This is an optimization exercise on Yosys and OpenROAD, whose aim is small area, not a production implementation. At most, simulation tests tie the RTL to the original design; equivalence was not proved. No functional check of the RTL was part of run 1. Power is estimated from default activity; no workload was simulated.

==> flow/design.v (outline; a module is shown in full before it is edited, if it fits) <==
// module ALU_TOP: 635 lines
// module aout: 3 lines
// module cmp_bit: 5 lines
// module dec_post: 28 lines
// module dec_pre: 14 lines
// module eq_tree: 3 lines
// module fa_c: 4 lines
// module flag_out: 8 lines
// module ha_c: 4 lines
// module inv_c: 3 lines
// module logb: 3 lines
// module mux_i: 3 lines
// module mxi_c: 3 lines
// module nand_c: 3 lines
// module nor_c: 3 lines
// module okg_10: 3 lines
// module or_c: 3 lines
// module selg_10: 5 lines
// module selg_n: 5 lines
// module shb_nn: 3 lines
// module shb_nt: 3 lines
// module shb_tn: 3 lines
// module shb_tt: 3 lines
// module shb_tx: 3 lines
// module shb_xn: 3 lines
// module xor_c: 3 lines
module ALU_TOP (
  input  wire [15:0] A,
  input  wire [15:0] B,
  input  wire [3:0]  alu_fun,
  input  wire        clk,
  input  wire        rest,
  output wire [15:0] ari_out,
  output wire        carry_out,
  output wire        ari_flag,
  output wire [15:0] log_out,
  output wire        log_flag,
  output wire [15:0] cmp_out,
  output wire        cmp_flag,
  output wire [15:0] shift_out,
  output wire        shift_flag
);
  // ...
==> flow/flow/run.sh <==
#!/bin/bash
# Standard ORFS layout (standard.sh, with its unchanged synthesis), except:
#  - port buffers use the smallest buffer cell, not the one buffer_ports picks;
#  - the clock tree uses clkbuf_8 cells and no dummy loads (the tree stays
#    balanced by CTS as usual).
set -euo pipefail
bash standard.sh \
  "BUFFER_PORTS_ARGS=-buffer_cell sky130_fd_sc_hd__buf_1" \
  "CTS_ARGS=-sink_clustering_enable -repair_clock_nets -dont_use_dummy_load -buf_list sky130_fd_sc_hd__clkbuf_8" \
  finish > standard_flow.log 2>&1
==> flow/standard.sh <==
#!/bin/bash
# synth_recipe.tcl (not shown) runs the flow's synth.tcl, then flattens the netlist and writes it again
# the make line also repeats each setting of config.mk as NAME=value (left out here)
make -C /OpenROAD-flow-scripts/flow DESIGN_CONFIG=/design/flow/config.mk WORK_HOME=/design/flow/orfs CLKGATE_MAP_FILE= SYNTH_SCRIPT=/design/flow/synth_recipe.tcl "${@:-finish}"
==> flow/config.mk <==
export PLATFORM = sky130hd
export DESIGN_NAME = ALU_TOP
export DESIGN_NICKNAME = ALU_TOP
export VERILOG_FILES = /design/flow/design.v
export SDC_FILE = /design/flow/constraint.sdc
export NUM_CORES = 4
export LEC_CHECK = 0
export CAP_MARGIN = 20
export CORE_MARGIN = 2
export CORE_UTILIZATION = 40
export SLEW_MARGIN = 20
export SYNTH_HIERARCHICAL = 1
==> flow/constraint.sdc <==
create_clock -name core_clock -period 35.0 [get_ports {clk}]
set_input_delay 7.0000 -clock core_clock [delete_from_list [all_inputs] [get_ports {clk}]]
set_output_delay 7.0000 -clock core_clock [all_outputs]
set_load 0.01 [all_outputs]
==> impl_metrics.py, run 1 <==
metrics = {
    "route": {
        "wl_met2_mm": 10.2,
        "drc_errors": 0,
        "first_pass_iters": 5,
        "top_layer_used": "met4",
    },
    "clock_tree": {
        "cts_resized": 0,
    },
    "sta": {
        "post-route-min-period_ps": 33470,
        "final_max_slew_viol_count": 0,
        "layout_setup_ws_ps": 1530,
    },
    "finish": {
        "nNetsFinal": 954,
        "multiInputGateArea_mm2": 0.00566,
        "n_all_inverters": 50,
        "antennaDiodeCount": 0,
        "largest_registers": "br (16), qr (11), rr (11)",
        "final_common_cell": "fa_1",
    },
    "power": {
        "power_leader": "combinational cells",
        "switchingPower_uw": 99.9,
    },
    "worst_setup_path": {
        "critical_path.max_stage_delay_ps": 450,
        "crit_path_end": "rr[4]",
    },
    "synth": {
        "syn-cell-area_mm2": 0.00691,
        "synth_ff_type": "dfxtp_1",
        "ys_top_cells_by_area": "fa_1 35%, dfxtp_1 12%, o22ai_1 11%, maj3_2 5.2%, mux2i_1 4.6%",
        "seq_area_frac_synth_pct": 14.7,
    },
    "status": {
        "outcome": "finished clean",
    },
    "global_routing": {
        "groute.layer.met2.usage_pct": 38.5,
        "grt_overflow": 0,
    },
}
==> run 2: changes to the inputs <==
--- a/flow/design.v
+++ b/flow/design.v
@@ -57,19 +57,17 @@
   wire [0:0] i15_x, i15_s;
   wire [1:0] i15_c;
   mxi_c u_i15_x0 (.s(A[15]), .n1(i_nv1), .n0(i_nv0), .y(i15_x[0]));
   xor_c u_i15_s0 (.a(i15_x[0]), .b(B[0]), .y(i15_s[0]));
   wire i15_cn;
   nand_c u_i15_c1 (.a(i15_x[0]), .b(B[0]), .y(i15_cn));
   inv_c u_i15_c1i (.a(i15_cn), .y(i15_c[1]));
   wire i15_sel, i15_nsel;
-  wire i15_nma;
-  nand_c u_i15_nma (.a(i_mul), .b(A[15]), .y(i15_nma));
-  selg_n u_i15_sg (.co(i15_c[1]), .hz(i_hz[15]), .nma(i15_nma), .sel(i15_sel), .nsel(i15_nsel));
+  selg_01 u_i15_sg (.co(i15_c[1]), .hz(i_hz[15]), .mul(i_mul), .a(A[15]), .sel(i15_sel), .nsel(i15_nsel));
   wire [0:0] i15_out;
   mux_i u_i15_m0 (.s(i15_s[0]), .x(i15_x[0]), .sel(i15_sel), .nsel(i15_nsel), .o(i15_out[0]));
   wire [0:0] i14_rin = i15_out;
   wire [1:0] i14_x, i14_s;
   wire [2:0] i14_c;
   assign i14_x[1:1] = i14_rin;
   mxi_c u_i14_x0 (.s(A[14]), .n1(i_v1), .n0(i_v0), .y(i14_x[0]));
   xor_c u_i14_s0 (.a(i14_x[0]), .b(B[0]), .y(i14_s[0]));
@@ -84,19 +82,17 @@
   wire [2:0] i13_x, i13_s;
   wire [3:0] i13_c;
   assign i13_x[2:1] = i13_rin;
   mxi_c u_i13_x0 (.s(A[13]), .n1(i_nv1), .n0(i_nv0), .y(i13_x[0]));
   ha_c u_i13_h (.a(i13_x[0]), .b(B[0]), .s(i13_s[0]), .c(i13_c[1]));
   fa_c u_i13_f1 (.x(i13_x[1]), .y(B[1]), .ci(i13_c[1]), .s(i13_s[1]), .co(i13_c[2]));
   fa_c u_i13_f2 (.x(i13_x[2]), .y(B[2]), .ci(i13_c[2]), .s(i13_s[2]), .co(i13_c[3]));
   wire i13_sel, i13_nsel;
-  wire i13_nma;
-  nand_c u_i13_nma (.a(i_mul), .b(A[13]), .y(i13_nma));
-  selg_n u_i13_sg (.co(i13_c[3]), .hz(i_hz[13]), .nma(i13_nma), .sel(i13_sel), .nsel(i13_nsel));
+  selg_01 u_i13_sg (.co(i13_c[3]), .hz(i_hz[13]), .mul(i_mul), .a(A[13]), .sel(i13_sel), .nsel(i13_nsel));
   wire [2:0] i13_out;
   mux_i u_i13_m0 (.s(i13_s[0]), .x(i13_x[0]), .sel(i13_sel), .nsel(i13_nsel), .o(i13_out[0]));
   mux_i u_i13_m1 (.s(i13_s[1]), .x(i13_x[1]), .sel(i13_sel), .nsel(i13_nsel), .o(i13_out[1]));
   mux_i u_i13_m2 (.s(i13_s[2]), .x(i13_x[2]), .sel(i13_sel), .nsel(i13_nsel), .o(i13_out[2]));
   wire [2:0] i12_rin = i13_out;
   wire [3:0] i12_x, i12_s;
   wire [4:0] i12_c;
   assign i12_x[3:1] = i12_rin;
@@ -120,19 +116,17 @@
   mxi_c u_i11_x0 (.s(A[11]), .n1(i_v1), .n0(i_v0), .y(i11_x[0]));
   xor_c u_i11_s0 (.a(i11_x[0]), .b(B[0]), .y(i11_s[0]));
   nor_c u_i11_c1 (.a(i11_x[0]), .b(i_nb[0]), .y(i11_c[1]));
   fa_c u_i11_f1 (.x(i11_x[1]), .y(B[1]), .ci(i11_c[1]), .s(i11_s[1]), .co(i11_c[2]));
   fa_c u_i11_f2 (.x(i11_x[2]), .y(B[2]), .ci(i11_c[2]), .s(i11_s[2]), .co(i11_c[3]));
   fa_c u_i11_f3 (.x(i11_x[3]), .y(B[3]), .ci(i11_c[3]), .s(i11_s[3]), .co(i11_c[4]));
   fa_c u_i11_f4 (.x(i11_x[4]), .y(B[4]), .ci(i11_c[4]), .s(i11_s[4]), .co(i11_c[5]));
   wire i11_sel, i11_nsel;
-  wire i11_nma;
-  nand_c u_i11_nma (.a(i_mul), .b(A[11]), .y(i11_nma));
-  selg_n u_i11_sg (.co(i11_c[5]), .hz(i_hz[11]), .nma(i11_nma), .sel(i11_sel), .nsel(i11_nsel));
+  selg_01 u_i11_sg (.co(i11_c[5]), .hz(i_hz[11]), .mul(i_mul), .a(A[11]), .sel(i11_sel), .nsel(i11_nsel));
   wire [4:0] i11_out;
   mux_i u_i11_m0 (.s(i11_s[0]), .x(i11_x[0]), .sel(i11_sel), .nsel(i11_nsel), .o(i11_out[0]));
   mux_i u_i11_m1 (.s(i11_s[1]), .x(i11_x[1]), .sel(i11_sel), .nsel(i11_nsel), .o(i11_out[1]));
   mux_i u_i11_m2 (.s(i11_s[2]), .x(i11_x[2]), .sel(i11_sel), .nsel(i11_nsel), .o(i11_out[2]));
   mux_i u_i11_m3 (.s(i11_s[3]), .x(i11_x[3]), .sel(i11_sel), .nsel(i11_nsel), .o(i11_out[3]));
   mux_i u_i11_m4 (.s(i11_s[4]), .x(i11_x[4]), .sel(i11_sel), .nsel(i11_nsel), .o(i11_out[4]));
   wire [4:0] i10_rin = i11_out;
   wire [5:0] i10_x, i10_s;
@@ -167,19 +161,17 @@
   fa_c u_i9_f2 (.x(i9_x[2]), .y(i_nb[2]), .ci(i9_c[2]), .s(i9_s[2]), .co(i9_c[3]));
   wire i9_ci3;
   inv_c u_i9_i3 (.a(i9_c[3]), .y(i9_ci3));
   fa_c u_i9_f3 (.x(i9_x[3]), .y(B[3]), .ci(i9_ci3), .s(i9_s[3]), .co(i9_c[4]));
   fa_c u_i9_f4 (.x(i9_x[4]), .y(B[4]), .ci(i9_c[4]), .s(i9_s[4]), .co(i9_c[5]));
   fa_c u_i9_f5 (.x(i9_x[5]), .y(B[5]), .ci(i9_c[5]), .s(i9_s[5]), .co(i9_c[6]));
   fa_c u_i9_f6 (.x(i9_x[6]), .y(B[6]), .ci(i9_c[6]), .s(i9_s[6]), .co(i9_c[7]));
   wire i9_sel, i9_nsel;
-  wire i9_nma;
-  nand_c u_i9_nma (.a(i_mul), .b(A[9]), .y(i9_nma));
-  selg_n u_i9_sg (.co(i9_c[7]), .hz(i_hz[9]), .nma(i9_nma), .sel(i9_sel), .nsel(i9_nsel));
+  selg_01 u_i9_sg (.co(i9_c[7]), .hz(i_hz[9]), .mul(i_mul), .a(A[9]), .sel(i9_sel), .nsel(i9_nsel));
   wire [6:0] i9_out;
   mux_i u_i9_m0 (.s(i9_s[0]), .x(i9_x[0]), .sel(i9_sel), .nsel(i9_nsel), .o(i9_out[0]));
   mux_i u_i9_m1 (.s(i9_s[1]), .x(i9_x[1]), .sel(i9_sel), .nsel(i9_nsel), .o(i9_out[1]));
   mux_i u_i9_m2 (.s(i9_s[2]), .x(i9_x[2]), .sel(i9_sel), .nsel(i9_nsel), .o(i9_out[2]));
   mux_i u_i9_m3 (.s(i9_s[3]), .x(i9_x[3]), .sel(i9_sel), .nsel(i9_nsel), .o(i9_out[3]));
   mux_i u_i9_m4 (.s(i9_s[4]), .x(i9_x[4]), .sel(i9_sel), .nsel(i9_nsel), .o(i9_out[4]));
   mux_i u_i9_m5 (.s(i9_s[5]), .x(i9_x[5]), .sel(i9_sel), .nsel(i9_nsel), .o(i9_out[5]));
   mux_i u_i9_m6 (.s(i9_s[6]), .x(i9_x[6]), .sel(i9_sel), .nsel(i9_nsel), .o(i9_out[6]));
@@ -222,19 +214,17 @@
   fa_c u_i7_f4 (.x(i7_x[4]), .y(i_nb[4]), .ci(i7_c[4]), .s(i7_s[4]), .co(i7_c[5]));
   wire i7_ci5;
   inv_c u_i7_i5 (.a(i7_c[5]), .y(i7_ci5));
   fa_c u_i7_f5 (.x(i7_x[5]), .y(B[5]), .ci(i7_ci5), .s(i7_s[5]), .co(i7_c[6]));
   fa_c u_i7_f6 (.x(i7_x[6]), .y(B[6]), .ci(i7_c[6]), .s(i7_s[6]), .co(i7_c[7]));
   fa_c u_i7_f7 (.x(i7_x[7]), .y(B[7]), .ci(i7_c[7]), .s(i7_s[7]), .co(i7_c[8]));
   fa_c u_i7_f8 (.x(i7_x[8]), .y(B[8]), .ci(i7_c[8]), .s(i7_s[8]), .co(i7_c[9]));
   wire i7_sel, i7_nsel;
-  wire i7_nma;
-  nand_c u_i7_nma (.a(i_mul), .b(A[7]), .y(i7_nma));
-  selg_n u_i7_sg (.co(i7_c[9]), .hz(i_hz[7]), .nma(i7_nma), .sel(i7_sel), .nsel(i7_nsel));
+  selg_01 u_i7_sg (.co(i7_c[9]), .hz(i_hz[7]), .mul(i_mul), .a(A[7]), .sel(i7_sel), .nsel(i7_nsel));
   wire [8:0] i7_out;
   mux_i u_i7_m0 (.s(i7_s[0]), .x(i7_x[0]), .sel(i7_sel), .nsel(i7_nsel), .o(i7_out[0]));
   mux_i u_i7_m1 (.s(i7_s[1]), .x(i7_x[1]), .sel(i7_sel), .nsel(i7_nsel), .o(i7_out[1]));
   mux_i u_i7_m2 (.s(i7_s[2]), .x(i7_x[2]), .sel(i7_sel), .nsel(i7_nsel), .o(i7_out[2]));
   mux_i u_i7_m3 (.s(i7_s[3]), .x(i7_x[3]), .sel(i7_sel), .nsel(i7_nsel), .o(i7_out[3]));
   mux_i u_i7_m4 (.s(i7_s[4]), .x(i7_x[4]), .sel(i7_sel), .nsel(i7_nsel), .o(i7_out[4]));
   mux_i u_i7_m5 (.s(i7_s[5]), .x(i7_x[5]), .sel(i7_sel), .nsel(i7_nsel), .o(i7_out[5]));
   mux_i u_i7_m6 (.s(i7_s[6]), .x(i7_x[6]), .sel(i7_sel), .nsel(i7_nsel), .o(i7_out[6]));
@@ -285,19 +275,17 @@
   fa_c u_i5_f6 (.x(i5_x[6]), .y(i_nb[6]), .ci(i5_c[6]), .s(i5_s[6]), .co(i5_c[7]));
   wire i5_ci7;
   inv_c u_i5_i7 (.a(i5_c[7]), .y(i5_ci7));
   fa_c u_i5_f7 (.x(i5_x[7]), .y(B[7]), .ci(i5_ci7), .s(i5_s[7]), .co(i5_c[8]));
   fa_c u_i5_f8 (.x(i5_x[8]), .y(B[8]), .ci(i5_c[8]), .s(i5_s[8]), .co(i5_c[9]));
   fa_c u_i5_f9 (.x(i5_x[9]), .y(B[9]), .ci(i5_c[9]), .s(i5_s[9]), .co(i5_c[10]));
   fa_c u_i5_f10 (.x(i5_x[10]), .y(B[10]), .ci(i5_c[10]), .s(i5_s[10]), .co(i5_c[11]));
   wire i5_sel, i5_nsel;
-  wire i5_nma;
-  nand_c u_i5_nma (.a(i_mul), .b(A[5]), .y(i5_nma));
-  selg_n u_i5_sg (.co(i5_c[11]), .hz(i_hz[5]), .nma(i5_nma), .sel(i5_sel), .nsel(i5_nsel));
+  selg_01 u_i5_sg (.co(i5_c[11]), .hz(i_hz[5]), .mul(i_mul), .a(A[5]), .sel(i5_sel), .nsel(i5_nsel));
   wire [10:0] i5_out;
   mux_i u_i5_m0 (.s(i5_s[0]), .x(i5_x[0]), .sel(i5_sel), .nsel(i5_nsel), .o(i5_out[0]));
   mux_i u_i5_m1 (.s(i5_s[1]), .x(i5_x[1]), .sel(i5_sel), .nsel(i5_nsel), .o(i5_out[1]));
   mux_i u_i5_m2 (.s(i5_s[2]), .x(i5_x[2]), .sel(i5_sel), .nsel(i5_nsel), .o(i5_out[2]));
   mux_i u_i5_m3 (.s(i5_s[3]), .x(i5_x[3]), .sel(i5_sel), .nsel(i5_nsel), .o(i5_out[3]));
   mux_i u_i5_m4 (.s(i5_s[4]), .x(i5_x[4]), .sel(i5_sel), .nsel(i5_nsel), .o(i5_out[4]));
   mux_i u_i5_m5 (.s(i5_s[5]), .x(i5_x[5]), .sel(i5_sel), .nsel(i5_nsel), .o(i5_out[5]));
   mux_i u_i5_m6 (.s(i5_s[6]), .x(i5_x[6]), .sel(i5_sel), .nsel(i5_nsel), .o(i5_out[6]));
@@ -413,19 +401,17 @@
   fa_c u_p3_f8 (.x(p3_x[8]), .y(nbr[8]), .ci(p3_c[8]), .s(p3_s[8]), .co(p3_c[9]));
   wire p3_ci9;
   inv_c u_p3_i9 (.a(p3_c[9]), .y(p3_ci9));
   fa_c u_p3_f9 (.x(p3_x[9]), .y(br[9]), .ci(p3_ci9), .s(p3_s[9]), .co(p3_c[10]));
   fa_c u_p3_f10 (.x(p3_x[10]), .y(br[10]), .ci(p3_c[10]), .s(p3_s[10]), .co(p3_c[11]));
   fa_c u_p3_f11 (.x(p3_x[11]), .y(br[11]), .ci(p3_c[11]), .s(p3_s[11]), .co(p3_c[12]));
   fa_c u_p3_f12 (.x(p3_x[12]), .y(br[12]), .ci(p3_c[12]), .s(p3_s[12]), .co(p3_c[13]));
   wire p3_sel, p3_nsel;
-  wire p3_nma;
-  nand_c u_p3_nma (.a(mul), .b(ar[3]), .y(p3_nma));
-  selg_n u_p3_sg (.co(p3_c[13]), .hz(hz[3]), .nma(p3_nma), .sel(p3_sel), .nsel(p3_nsel));
+  selg_01 u_p3_sg (.co(p3_c[13]), .hz(hz[3]), .mul(mul), .a(ar[3]), .sel(p3_sel), .nsel(p3_nsel));
   wire [12:0] p3_out;
   mux_i u_p3_m0 (.s(p3_s[0]), .x(p3_x[0]), .sel(p3_sel), .nsel(p3_nsel), .o(p3_out[0]));
   mux_i u_p3_m1 (.s(p3_s[1]), .x(p3_x[1]), .sel(p3_sel), .nsel(p3_nsel), .o(p3_out[1]));
   mux_i u_p3_m2 (.s(p3_s[2]), .x(p3_x[2]), .sel(p3_sel), .nsel(p3_nsel), .o(p3_out[2]));
   mux_i u_p3_m3 (.s(p3_s[3]), .x(p3_x[3]), .sel(p3_sel), .nsel(p3_nsel), .o(p3_out[3]));
   mux_i u_p3_m4 (.s(p3_s[4]), .x(p3_x[4]), .sel(p3_sel), .nsel(p3_nsel), .o(p3_out[4]));
   mux_i u_p3_m5 (.s(p3_s[5]), .x(p3_x[5]), .sel(p3_sel), .nsel(p3_nsel), .o(p3_out[5]));
   mux_i u_p3_m6 (.s(p3_s[6]), .x(p3_x[6]), .sel(p3_sel), .nsel(p3_nsel), .o(p3_out[6]));
@@ -499,19 +485,17 @@
   fa_c u_p1_f10 (.x(p1_x[10]), .y(nbr[10]), .ci(p1_c[10]), .s(p1_s[10]), .co(p1_c[11]));
   wire p1_ci11;
   inv_c u_p1_i11 (.a(p1_c[11]), .y(p1_ci11));
   fa_c u_p1_f11 (.x(p1_x[11]), .y(br[11]), .ci(p1_ci11), .s(p1_s[11]), .co(p1_c[12]));
   fa_c u_p1_f12 (.x(p1_x[12]), .y(br[12]), .ci(p1_c[12]), .s(p1_s[12]), .co(p1_c[13]));
   fa_c u_p1_f13 (.x(p1_x[13]), .y(br[13]), .ci(p1_c[13]), .s(p1_s[13]), .co(p1_c[14]));
   fa_c u_p1_f14 (.x(p1_x[14]), .y(br[14]), .ci(p1_c[14]), .s(p1_s[14]), .co(p1_c[15]));
   wire p1_sel, p1_nsel;
-  wire p1_nma;
-  nand_c u_p1_nma (.a(mul), .b(ar[1]), .y(p1_nma));
-  selg_n u_p1_sg (.co(p1_c[15]), .hz(hz[1]), .nma(p1_nma), .sel(p1_sel), .nsel(p1_nsel));
+  selg_01 u_p1_sg (.co(p1_c[15]), .hz(hz[1]), .mul(mul), .a(ar[1]), .sel(p1_sel), .nsel(p1_nsel));
   wire [14:0] p1_out;
   mux_i u_p1_m0 (.s(p1_s[0]), .x(p1_x[0]), .sel(p1_sel), .nsel(p1_nsel), .o(p1_out[0]));
   mux_i u_p1_m1 (.s(p1_s[1]), .x(p1_x[1]), .sel(p1_sel), .nsel(p1_nsel), .o(p1_out[1]));
   mux_i u_p1_m2 (.s(p1_s[2]), .x(p1_x[2]), .sel(p1_sel), .nsel(p1_nsel), .o(p1_out[2]));
   mux_i u_p1_m3 (.s(p1_s[3]), .x(p1_x[3]), .sel(p1_sel), .nsel(p1_nsel), .o(p1_out[3]));
   mux_i u_p1_m4 (.s(p1_s[4]), .x(p1_x[4]), .sel(p1_sel), .nsel(p1_nsel), .o(p1_out[4]));
   mux_i u_p1_m5 (.s(p1_s[5]), .x(p1_x[5]), .sel(p1_sel), .nsel(p1_nsel), .o(p1_out[5]));
   mux_i u_p1_m6 (.s(p1_s[6]), .x(p1_x[6]), .sel(p1_sel), .nsel(p1_nsel), .o(p1_out[6]));
@@ -721,23 +705,23 @@
   assign y = ~(a | b);
 endmodule
 module okg_10 (input co, input hz, output ok);
   assign ok = co & hz;
 endmodule
 module or_c (input a, input b, output y);
   assign y = a | b;
 endmodule
-module selg_10 (input co, input hz, input mul, input a, output sel, output nsel);
-  wire t = (mul & a) | (co & hz);
+module selg_01 (input co, input hz, input mul, input a, output sel, output nsel);
+  wire t = (mul & a) | (~co & ~hz);
   assign sel = t;
   assign nsel = ~t;
 endmodule
-module selg_n (input co, input hz, input nma, output sel, output nsel);
-  wire t = ~nma | (~co & ~hz);
+module selg_10 (input co, input hz, input mul, input a, output sel, output nsel);
+  wire t = (mul & a) | (co & hz);
   assign sel = t;
   assign nsel = ~t;
 endmodule
 module shb_nn (input a1, input b1, input er, input ebr, input a0, input b0, input el, input ebl, output o);
   assign o = (~a1 & ~er) | (b1 & ebr) | (~a0 & ~el) | (b0 & ebl);
 endmodule
 module shb_nt (input a1, input b1, input er, input ebr, input a0, input b0, input el, input ebl, output o);
   assign o = (~a1 & ~er) | (b1 & ebr) | (a0 & el) | (b0 & ebl);
==> flow/flow/run.sh (replaced) <==
#!/bin/bash
# Standard ORFS layout (standard.sh, unchanged synthesis), except that the
# port buffers use the smallest buffer cell instead of the one buffer_ports
# picks by default.
set -euo pipefail
bash standard.sh "BUFFER_PORTS_ARGS=-buffer_cell sky130_fd_sc_hd__buf_1" finish > standard_flow.log 2>&1
==> impl_metrics.py, run 2 <==
metrics = {
    "sta": {
        "rsz0062_at_grt": "false",
        "worst_pin_slew_ps": 1030,
        "hold_viol_final": 0,
        "relSlewSlack_pct": 30.9,
        "setup_viol": 0,
        "period_share_pct": 95.5,
        "setup_tns_ps": 0,
        "post-route-min-period_ps": 33410,
        "fmax_mhz": 29.9,
        "final_max_slew_viol_count": 0,
    },
    "clock_tree": {
        "clkTransAtPathRegs_ps": 70,
        "postCtsHoldBufs": 0,
        "cts-htree-levels": 2,
        "numCtsBuffers": 5,
        "cts_tree": "yes",
        "root_buffer": "clkbuf_16",
        "cts_buffer_depth": 2,
        "cts_sinks": 49,
    },
    "synth": {
        "synth_common_cells": "120 x fa_1, 120 x o22ai_1, 50 x inv_1",
        "synth_ff_type": "dfxtp_1",
        "yosys.area.top_type": "fa_1",
        "syn-instance-count": 672,
        "async_flop_share_pct": 12.2,
        "ys_top_cells_by_area": "fa_1 34%, dfxtp_1 12%, o22ai_1 11%, maj3_2 5.2%, mux2i_1 4.6%",
        "yosys.area.top_type_share_pct": 34.5,
        "yosys_warnings": 7,
        "seq_area_frac_synth_pct": 14.5,
        "ys_types": 48,
        "syn-cell-area_mm2": 0.00697,
        "synth_enable_flop_cells": 0,
        "synth_seq_cells": 49,
        "synth.avg_cell_area_um2": 10.4,
    },
    "worst_setup_path": {
        "crit_arrival_ps": 33550,
        "worst_setup_path_end_kind": "register",
        "path_common_cell": "fa_1",
        "cp-start-kind": "primary input",
        "path_class": "in -> reg",
        "critical_path.max_stage_delay_ps": 440,
        "worstPathMaxFanout": 11,
        "crit_required_ps": 35130,
        "crit_slowest_cell": "fa_1",
    },
    "global_routing": {
        "grt_pass1_vias": 5939,
        "grt_overflow": 0,
        "track_usage_pct": 23.1,
        "antenna_found_initial": 0,
        "grt_pass1_wl_mm": 32.7,
        "grt_max_degree": 23,
    },
    "route": {
        "totalWireLength_mm": 20.5,
        "num_vias": 5839,
        "drc_errors": 0,
        "ant_nets": 0,
        "vias_per_cell": 5.82,
        "wl_per_cell_um": 20.4,
        "first_pass_iters": 5,
        "drt_iter0_markers": 356,
    },
    "finish": {
        "regMostFlops": "br",
        "mostFrequentLayoutCells": "120 x fa_1, 118 x o22ai_1, 90 x buf_1, 50 x inv_1, 43 x dfxtp_1",
        "postLayoutCoreUtil_pct": 45.5,
        "largest_register_ffs": 16,
        "drive_gt1_share_pct": 10.5,
        "syn2layout_area_growth_pct": 12.1,
        "nNetsFinal": 941,
        "largest_registers": "br (16), qr (11), rr (11)",
        "stdcell_count": 1003,
        "final_common_cell": "fa_1",
        "antennaDiodeCount": 0,
    },
    "floorplanning": {
        "die_area_mm2": 0.0185,
        "dieHeight_um": 136,
        "die_x_um": 136,
        "row_count": 48,
        "start_util_pct": 40.6,
        "boundaryPins": 107,
        "core-area_mm2": 0.0172,
    },
    "job": {
        "maxCapViolations": 0,
    },
    "power": {
        "total_power_uw": 246,
        "ir_worst_vdd_mv": 0.0192,
        "p_per_area_mw_per_mm2": 31.5,
        "p_leak_uw": 0.00295,
    },
    "placed_design": {
        "globalplace.congestion": 0.951,
        "portBuffers": 92,
        "hpwl_mm": 17.0,
        "place_inst": 993,
    },
    "min_path": {
        "worstHoldPathType": "in -> async",
    },
    "status": {
        "outcome": "finished clean",
    },
}
[run 2: changes by cell type after synthesis, sizes merged]
cell and change:
o2bb2ai +8, o21a -8, o21ai -8, nand2 -8, a2bb2oi +8
[run 2: metrics by stage]
step | hold slack (ps) | worst slack [ps] | area, um^2
finish | 6560 | 1590 | 7810
global route | 6590 | 27.6 | 7810
CTS | 6570 | 1020 | 7720
detailed placement | 6870 | 788 | 7580
global placement | 6870 | 1100 | 7580
floorplan | 6700 | 2720 | 7020
[run 2: final cells by class]
type,instances,area (um^2)
Fill cell,1708,9370
Multi-Input combinational cell,567,5750
Sequential cell,49,1010
Timing Repair Buffer,104,438
Tap cell,225,282
Inverter,50,188
Clock buffer,6,129
Clock inverter,2,13.8
[run 2: Yosys stat by module, one instance, submodules excluded, a selection]
module    copies in the design  cell area [um^2]  flip-flops and latches  cells inside
shb_nt                       3              18.8                       0             3
dec_pre                      1              78.8                       0            11
dec_post                     1               155                       0            30
mxi_c                       16              10.0                       0             1
aout                        16              16.3                       0             2
inv_c                       48              3.75                       0             1
[run 2: metal layers]
layer  vias to the layer above  track usage [%]  wire length [um]
li1                       2674                -                 -
met1                      2941             31.0              8580
met2                       187             40.0             10300
met3                        37             1.60               988
met4                         0             7.52               625
met5                         -                0                 0
[run 2: worst max-delay path, delay by kind of cell]
family | cells | cell delay, ps
AND/OR/NAND/NOR | 17 | 2800
AO/OA/AOI/OAI | 22 | 4780
adder cells (fa/ha/maj) | 55 | 18210
buffers and inverters | 8 | 770
[run 2: where the power goes]
group          internal, uW  switching, uW
Combinational          55.4           74.5
Clock                  26.6           20.4
Sequential             59.8           9.23
Total                   142            104
[run 2: repair_timing]
action | 4_1_cts | 5_1_grt
gates resized for setup | 0 | 12
buffers inserted | 0 | 2
setup endpoints to repair | 0 | 12
[run 2: cells by family after synthesis]
| kind of cell | after synthesis | synth area share (%) |
|---|---|---|
| AOI/OAI and AO/OA | 201 | 21.4 |
| xor gates and xnor gates | 43 | 5.40 |
| adders and majority gates | 158 | 40.7 |
| buffers and inverters | 69 | 4.76 |
| DFF | 49 | 14.5 |
| muxes | 32 | 4.60 |
| other | 1 | 0.0538 |
| and+or+nand+nor | 119 | 8.57 |
[run 2: worst paths after layout]
check,slack (ps),endpoint,depth (start not counted),start
setup / recovery,1590,rr[10],102,alu_fun[3]
hold / removal,6560,c[1],1,rest
max in group asynchronous,28170,f[3],1,rest
min in group core_clock,6930,ar[2],1,A[2]

static timing again, ports no longer ideal:
No port has a modelled driver above. Below, the same layouts with a new extraction and two added sets of constraints. Step 1 (the two cells are an assumption about what drives the block):
set clk [get_ports {clk}]
set_driving_cell -lib_cell sky130_fd_sc_hd__clkbuf_16 $clk
set_driving_cell -lib_cell sky130_fd_sc_hd__buf_2 [delete_from_list [all_inputs] $clk]
Step 2, shift: input delay + t, output delay - t, t = (earliest + latest rising clock arrival at the registers) / 2. This alone moves slack from input paths to output paths. a / b / c = ideal ports / drivers / drivers and shift; a / b = the first two.
run | shift t [ns] | setup WS [ns] | worst data-port slew with drivers (ns) | cell pins on the clock port's net
run 1 | 0.319 | 1.526 / 1.538 / 1.219 | 0.03 | 1
run 2 | 0.324 | 1.588 / 1.606 / 1.283 | 0.03 | 1
After both steps setup and hold are still met in every run listed. For run 1, which loses most, drivers alone change the setup slack by +0.012 ns; drivers and shift together by -0.307 ns.
